This design comes from an exercise in tuning for small area on the open sky130 flow, not from production work. Function was checked by simulation only, so behaviour that the tests miss may differ from the original. Power figures rest on the tool's default switching activity, not on a simulated workload.

lane 1:
Design axi_dfm_v1_0, start of the top module:
module axi_dfm_v1_0(
    input logic s_axi_aclk,
    input logic s_axi_aresetn,
    input  logic [31:0] s_axi_awaddr,
    input  logic        s_axi_awvalid,
    output logic        s_axi_awready,
    input  logic [31:0] s_axi_wdata,
    input  logic        s_axi_wvalid,
    output logic        s_axi_wready,
    output logic s_axi_bvalid,
    input  logic s_axi_bready,
    input  logic [31:0] s_axi_araddr,
    input  logic        s_axi_arvalid,
    output logic        s_axi_arready,
    output logic [31:0] s_axi_rdata,
    output logic        s_axi_rvalid,
    input  logic        s_axi_rready,
    input  logic signal_in,
    output logic signal_done
);
Size in the first run: about 1,800 cells after synthesis, ~18,000 um2 of cells after synthesis.
Settings: LEC_CHECK=0, CAP_MARGIN=20, CORE_MARGIN=2, CORE_UTILIZATION=40, CTS_BUF_LIST=sky130_fd_sc_hd__clkbuf_4, PLACE_DENSITY=0.6, SLEW_MARGIN=20; clock period 5.0 ns.
run.sh (not shown) runs the stock make flow with config.mk's settings and CLKGATE_MAP_FILE= SYNTH_SCRIPT=/design/flow/synth_recipe.tcl, a recipe that flattens the netlist after the stock synthesis.
> inputs changed (lane 1 -> lane 2)
Settings: CTS_BUF_LIST removed (was sky130_fd_sc_hd__clkbuf_4).
## What came out
- Compared lane 1 against lane 2; final-layout non-clock buffer area share within noise.
- Sort lane 2 and lane 1 by register share of the cell area, descending, and lane 1 comes first.
- Cmp lane 2 and lane 1 / fraction of layout instances using a drive strength above 1 / higher: lane 1
- Looking at first-pass GRT wire length, lane 2 sits 1.7% below lane 1.

The RTL this note starts from:
==> flow/design.v <==
module data_syn(
    input logic clk_i,
    input logic rst_n_i,
    input logic data_i,
    output logic pos_edge_o
);
logic [3:0] data;
assign pos_edge_o = data[2] & ~data[3];
always_ff @(posedge clk_i or negedge rst_n_i)
begin
    if (!rst_n_i) begin
        data <= 4'b0000;
    end else begin
        data <= {data[2:0], data_i};
    end
end
endmodule
module edge2en(
    input logic clk_i,
    input logic rst_n_i,
    input logic data_i,
    output logic pos_edge_o
);
logic data_a, data_b;
assign pos_edge_o = ~data_b & data_a;
always_ff @(posedge clk_i or negedge rst_n_i)
begin
    if (!rst_n_i) begin
        data_a <= 1'b0;
        data_b <= 1'b0;
    end else begin
        data_a <= data_i;
        data_b <= data_a;
    end
end
endmodule
module startup #(
    parameter int W = 32
) (
    input logic clk_i,
    input logic rst_n_i,
    input logic  [4:0] gate_sync_i,
    input logic [W-1:0] gate_shift_i,
    output logic [4:0] gate_en_o
);
logic  [4:0] gate_en;
logic [W-1:0] gate_cnt;
logic        gate_next;
logic        gate_done;
assign gate_en_o = gate_en;
edge2en gate_next_en(
    .clk_i(clk_i),
    .rst_n_i(rst_n_i),
    .data_i(gate_done & (gate_en == gate_sync_i)),
    .pos_edge_o(gate_next)
);
logic [W-1:0] gate_cnt_c;
assign gate_cnt_c[0] = 1'b1;
genvar k;
generate
    for (k = 1; k < W; k = k + 1) begin: carry
        assign gate_cnt_c[k] = gate_cnt_c[k-1] & gate_cnt[k-1];
    end
endgenerate
always_ff @(posedge clk_i or negedge rst_n_i)
begin
    if (!rst_n_i) begin
        gate_en   <= 5'b00000;
        gate_cnt  <= {W{1'b0}};
        gate_done <= 1'b0;
    end else begin
        gate_en   <= gate_next ? {gate_en[3:0], (gate_sync_i != 5'b01111)} : gate_en;
        gate_cnt  <= gate_next ? {W{1'b0}} : gate_cnt ^ gate_cnt_c;
        gate_done <= gate_next ? 1'b0 : (gate_cnt == gate_shift_i) ? 1'b1 : gate_done;
    end
end
endmodule
module measure #(
    parameter int W = 32
) (
    input logic clk_i,
    input logic rst_n_i,
    input logic sig_clk_p_i,
    input logic         gate_en_i,
    input logic [W-1:0] gate_total_i,
    output logic           reg_wr_en_o,
    output logic [2*W-1:0] reg_wr_data_o,
    output logic gate_sync_o
);
logic gate_sync;
logic [1:0] close_st;
logic         gate_en;
logic [W-1:0] gate_cnt;
logic [W-1:0] sig_clk_cnt;
logic [W-1:0] ref_clk_cnt;
logic reg_wr_en;
assign reg_wr_en = close_st[1] & ~close_st[0];
assign reg_wr_en_o = reg_wr_en;
assign reg_wr_data_o = {ref_clk_cnt, sig_clk_cnt};
assign gate_sync_o = gate_sync;
always_ff @(posedge clk_i or negedge rst_n_i)
begin
    if (!rst_n_i) begin
        gate_en   <= 1'b0;
        gate_sync <= 1'b0;
        close_st <= 2'b00;
    end else begin
        if (gate_sync) begin
            gate_en <= (gate_cnt == gate_total_i) ? 1'b0 : gate_en;
        end else begin
            gate_en <= gate_en_i;
        end
        if (sig_clk_p_i)
            gate_sync <= gate_en;
        close_st[0] <= gate_sync | (close_st[0] & ~close_st[1]);
        close_st[1] <= ~gate_sync & close_st[0];
    end
end
logic cnt_clr;
assign cnt_clr = ~(gate_sync | close_st[0]);
logic [W-1:0] gate_cnt_c, sig_clk_cnt_c, ref_clk_cnt_c;
logic [W-1:0] gate_cnt_n, sig_clk_cnt_n, ref_clk_cnt_n;
assign gate_cnt_c[0]    = 1'b1;
assign sig_clk_cnt_c[0] = sig_clk_p_i & gate_sync;
assign ref_clk_cnt_c[0] = gate_sync;
genvar k;
generate
    for (k = 1; k < W; k = k + 1) begin: carry
        assign gate_cnt_c[k]    = gate_cnt_c[k-1]    & gate_cnt[k-1];
        assign sig_clk_cnt_c[k] = sig_clk_cnt_c[k-1] & sig_clk_cnt[k-1];
        assign ref_clk_cnt_c[k] = ref_clk_cnt_c[k-1] & ref_clk_cnt[k-1];
    end
endgenerate
assign gate_cnt_n    = gate_cnt    ^ gate_cnt_c;
assign sig_clk_cnt_n = sig_clk_cnt ^ sig_clk_cnt_c;
assign ref_clk_cnt_n = ref_clk_cnt ^ ref_clk_cnt_c;
always_ff @(posedge clk_i)
begin
    gate_cnt    <= gate_sync ? gate_cnt_n : {W{1'b0}};
    sig_clk_cnt <= cnt_clr ? {W{1'b0}} : sig_clk_cnt_n;
    ref_clk_cnt <= cnt_clr ? {W{1'b0}} : ref_clk_cnt_n;
end
endmodule
`timescale 1ns / 1ps
module axi_dfm_v1_0(
    input logic s_axi_aclk,
    input logic s_axi_aresetn,
    input  logic [31:0] s_axi_awaddr,
    input  logic        s_axi_awvalid,
    output logic        s_axi_awready,
    input  logic [31:0] s_axi_wdata,
    input  logic        s_axi_wvalid,
    output logic        s_axi_wready,
    output logic s_axi_bvalid,
    input  logic s_axi_bready,
    input  logic [31:0] s_axi_araddr,
    input  logic        s_axi_arvalid,
    output logic        s_axi_arready,
    output logic [31:0] s_axi_rdata,
    output logic        s_axi_rvalid,
    input  logic        s_axi_rready,
    input  logic signal_in,
    output logic signal_done
);
localparam int W = 16;
logic [4:0] gate_en;
logic [4:0] gate_sync;
logic [W-1:0] gate_shift;
logic [W-1:0] gate_total;
logic         sig_clk_p;
logic     [4:0] raw_wr_en;
logic [2*W-1:0] raw_wr_data[5];
logic           reg_wr_en;
logic [2*W-1:0] reg_wr_data;
logic [2*W-1:0] reg_rd_data;
logic           wr_valid;
logic           rd_valid;
logic  [W-1:0] rdata;
assign s_axi_awready = s_axi_aresetn && s_axi_awvalid && (!s_axi_bvalid || s_axi_bready);
assign s_axi_wready  = s_axi_aresetn && s_axi_wvalid  && (!s_axi_bvalid || s_axi_bready);
assign s_axi_arready = s_axi_aresetn && s_axi_arvalid && (!s_axi_rvalid || s_axi_rready);
assign s_axi_rdata = {{(32-W){1'b0}}, rdata};
assign signal_done = reg_wr_en;
always_ff @(posedge s_axi_aclk or negedge s_axi_aresetn)
begin
    if (!s_axi_aresetn) begin
        gate_shift <= {W{1'b0}};
        gate_total <= {W{1'b0}};
        rd_valid <= 1'b0;
        s_axi_bvalid <= 1'b0;
        s_axi_rvalid <= 1'b0;
    end else begin
        if (s_axi_awready) begin
            case (s_axi_awaddr[7:0])
                8'h00:
                    gate_shift <= s_axi_wdata[W-1:0];
                8'h04:
                    gate_total <= s_axi_wdata[W-1:0];
                default:
                    rd_valid <= wr_valid;
            endcase
        end
        s_axi_bvalid <= (s_axi_bvalid & ~s_axi_bready) | s_axi_awready;
        s_axi_rvalid <= (s_axi_rvalid & ~s_axi_rready) | s_axi_arready;
    end
end
always_ff @(posedge s_axi_aclk)
begin
    if (s_axi_awready && s_axi_awaddr[7:0] != 8'h00 && s_axi_awaddr[7:0] != 8'h04)
        reg_rd_data <= reg_wr_data;
end
logic rd_ld;
logic rd_00, rd_04, rd_08, rd_0c;
assign rd_ld = !s_axi_rvalid || s_axi_rready;
assign rd_00 = rd_ld && s_axi_araddr[7:0] == 8'h00;
assign rd_04 = rd_ld && s_axi_araddr[7:0] == 8'h04;
assign rd_08 = rd_ld && s_axi_araddr[7:0] == 8'h08 && rd_valid;
assign rd_0c = rd_ld && s_axi_araddr[7:0] == 8'h0C && rd_valid;
always_ff @(posedge s_axi_aclk)
begin
    rdata <= ({W{rd_00}} & gate_shift)
           | ({W{rd_04}} & gate_total)
           | ({W{rd_08}} & reg_rd_data[W-1:0])
           | ({W{rd_0c}} & reg_rd_data[2*W-1:W])
           | ({W{!rd_ld}} & rdata);
end
data_syn sig_clk_syn(
    .clk_i(s_axi_aclk),
    .rst_n_i(s_axi_aresetn),
    .data_i(signal_in),
    .pos_edge_o(sig_clk_p)
);
startup #(.W(W)) startup(
    .clk_i(s_axi_aclk),
    .rst_n_i(s_axi_aresetn),
    .gate_sync_i(gate_sync),
    .gate_shift_i(gate_shift),
    .gate_en_o(gate_en)
);
genvar i;
generate
    for (i = 0; i < 5; i = i + 1) begin: measure_block
        measure #(.W(W)) measure(
            .clk_i(s_axi_aclk),
            .rst_n_i(s_axi_aresetn),
            .sig_clk_p_i(sig_clk_p),
            .gate_en_i(gate_en[i]),
            .gate_total_i(gate_total),
            .reg_wr_en_o(raw_wr_en[i]),
            .reg_wr_data_o(raw_wr_data[i]),
            .gate_sync_o(gate_sync[i])
        );
    end
endgenerate
logic           wr_one;
logic [2*W-1:0] wr_data;
always_comb
begin
    wr_data = {(2*W){1'b0}};
    for (int k = 0; k < 5; k = k + 1)
        wr_data = wr_data | (raw_wr_data[k] & {(2*W){raw_wr_en[k] & wr_one}});
end
logic wr_multi;
assign wr_multi = (raw_wr_en[0] & (|raw_wr_en[4:1])) | (raw_wr_en[1] & (|raw_wr_en[4:2]))
                | (raw_wr_en[2] & (|raw_wr_en[4:3])) | (raw_wr_en[3] & raw_wr_en[4]);
always_ff @(posedge s_axi_aclk or negedge s_axi_aresetn)
begin
    if (!s_axi_aresetn) begin
        reg_wr_en <= 1'b0;
        wr_valid  <= 1'b0;
    end else begin
        reg_wr_en <= |raw_wr_en;
        if (wr_one)
            wr_valid <= 1'b1;
    end
end
assign wr_one = (|raw_wr_en) && !wr_multi;
always_ff @(posedge s_axi_aclk)
begin
    reg_wr_data <= wr_data | (reg_wr_data & {(2*W){!wr_one}});
end
endmodule
export LEC_CHECK = 0
export CAP_MARGIN = 20
export CORE_MARGIN = 2
export CORE_UTILIZATION = 65
export PLACE_DENSITY = 0.8
export SLEW_MARGIN = 20
create_clock -name core_clock -period 5.0 [get_ports {s_axi_aclk}]
standard.sh (not shown) runs the stock make flow with config.mk's settings and CLKGATE_MAP_FILE= SYNTH_SCRIPT=/design/flow/synth_recipe.tcl, a recipe that flattens the netlist after the stock synthesis.
==> flow/flow/run.sh <==
#!/bin/bash
# Standard ORFS layout, except: an area-oriented ABC mapping script in synthesis
# (registers are mapped before ABC runs, so they are the standard synthesis's),
# no half/full-adder cell extraction (ABC maps the adders with the rest),
# smaller port buffers, and a clock tree without dummy loads.
set -euo pipefail
F=$(pwd)/flow
export MY_ABC_SCRIPT=$F/area.script
export BUFFER_PORTS_ARGS="-buffer_cell sky130_fd_sc_hd__buf_1"
export CTS_ARGS="-sink_clustering_enable -repair_clock_nets -dont_use_dummy_load $(cat $F/cts_args.txt)"
bash standard.sh SYNTH_SCRIPT=$F/my_synth.tcl ADDER_MAP_FILE= finish > flow_make.log 2>&1
==> flow/flow/area.script <==
&get -n
&st
&dch -f
&nf -a -R 1000
&put
mfs3 -ae
&get -n
&st
&dch -f
&nf -a -R 1000
&put
mfs3 -ae
&get -n
&st
&dch -f
&nf -a -R 1000
&put
==> flow/flow/cts_args.txt <==
-sink_clustering_size 30 -sink_clustering_max_diameter 100
==> flow/flow/my_synth.tcl <==
proc synth {args} { yosys synth -nofsm -noshare {*}$args }
set fh [open $::env(SCRIPTS_DIR)/synth.tcl]
set body [read $fh]
close $fh
set old {log_cmd abc {*}$abc_args}
set new {set abc_args [lreplace $abc_args 1 1 $::env(MY_ABC_SCRIPT)]; log_cmd abc {*}$abc_args}
if {[string first $old $body] < 0} { error "abc call not found" }
set body [string map [list $old $new] $body]
eval $body
# left out here: clear keep_hierarchy, flatten, clean up, hide names made inside functions, write 1_2_yosys.v
Then changed:
Settings changed: CAP_MARGIN 20 to 5, CORE_UTILIZATION 65 to 80, PLACE_DENSITY 0.8 to 0.92, SLEW_MARGIN 20 to 5.
After rerunning: The changed run finished with timing, DRC and antenna clean; clock-buffer cell count is unchanged; utilization increases by 17 points; wire length increases by 7.5%; worst setup slack loses 0.25 ns; sequential share of layout area increases by 0.30 points; register-to-register slack loses 0.25 ns; synthesized area is unchanged.
Then changed:
==> flow/flow/area.script (replaced) <==
&get -n
&st
&dch -f
&nf -a -R 1000
&put
Settings changed: CAP_MARGIN 5 to 20, CORE_UTILIZATION 80 to 65, PLACE_DENSITY 0.92 to 0.8, SLEW_MARGIN 5 to 20.
Effect: The changed run completed with no timing, DRC or antenna violations; routed wire length decreases by 4.1%; die area increases by 23%; maximum frequency decreases by 2.7%.
Then changed:
==> flow/flow/area.script (replaced) <==
&get -n
&st
&deepsyn -T 30
&dch -f
&nf -a -R 1000
&put
mfs3 -ae
&get -n
&st
&dch -f
&nf -a -R 1000
&put
mfs3 -ae
&get -n
&st
&dch -f
&nf -a -R 1000
&put
Settings changed: CAP_MARGIN 20 to 5, CORE_UTILIZATION 65 to 70, PLACE_DENSITY 0.8 to 0.85, SLEW_MARGIN 20 to 5.
The new run completed with no timing, DRC or antenna violations.
Die area is lower by 7.9%.
Worst setup slack is better by 0.24 ns.
Cell area is lower by 1.3%.
Hold slack is worse by 0.043 ns.
Sequential share of layout area is higher by 0.68 points.
Synthesized cell count is higher by about 2.2%.
Non-clock buffer count is higher by 4.
Via count is higher by about 6%.
Sequential power is lower by about 16%.
Then changed:
--- a/flow/flow/area.script
+++ b/flow/flow/area.script
@@ -1,5 +1,4 @@
 &get -n
 &st
-&deepsyn -T 30
 &dch -f
 &nf -a -R 1000
First-iteration DRC count goes down by a quarter to a third.
Synthesized area rose slightly.
Synthesized cell count came out lower by a few percent.
Register-to-register slack barely changes.
Via count is lower by a few percent.
Count of clock-buffer cells in the layout is unchanged.
Power went up by well over a third.
Then changed:
Settings changed: CAP_MARGIN 5 to 20, SLEW_MARGIN 5 to 20.
Worst hold slack gains 0.0056 ns; wire length goes down by 0.36%; non-clock buffer count goes up by 1; count of clock-buffer cells in the layout stays the same; design area stays flat; utilization goes up by 0.10 points; power barely changes; via count goes down by 0.60%; global-route usage stays flat.

re-timing with driven ports:
Ports are ideal in the flow. The routed layouts listed here were re-timed in OpenROAD.
Step 1 (the two cells are an assumption about what drives the block):
set clk [get_ports {s_axi_aclk}]
set_driving_cell -lib_cell sky130_fd_sc_hd__clkbuf_16 $clk
set_driving_cell -lib_cell sky130_fd_sc_hd__buf_2 [delete_from_list [all_inputs] $clk]
Step 2 moves the port delays by t, midway between the first and last clock arrival at a register: inputs arrive t later, outputs are due t later. That takes back most of the time a late clock gives input paths.
Slacks: no drivers / after step 1 / after step 2; pairs: no drivers / after step 1.
run | shift t [ns] | setup WS [ns] | slew at the worst register clock pin (ns)
lane 1 | 0.829 | 1.475 / 1.451 / 1.409 | 0.08 / 0.08
lane 2 | 0.597 | 1.484 / 1.460 / 1.429 | 0.07 / 0.07
the first run of note 2 | 0.562 | 1.561 / 1.561 / 1.349 | 0.11 / 0.11
the second run of note 2 | 0.545 | 1.309 / 1.309 / 1.309 | 0.11 / 0.11
the third run of note 2 | 0.554 | 1.208 / 1.208 / 1.208 | 0.11 / 0.11
the fourth run of note 2 | 0.554 | 1.447 / 1.447 / 1.447 | 0.11 / 0.11
the fifth run of note 2 | 0.548 | 1.446 / 1.446 / 1.446 | 0.11 / 0.11
the sixth run of note 2 | 0.548 | 1.479 / 1.479 / 1.474 | 0.11 / 0.11
After both steps setup and hold are still met in every run listed. The setup slack of the first run of note 2, which loses most, moves by 0.000 ns with the drivers and by -0.212 ns with both steps.
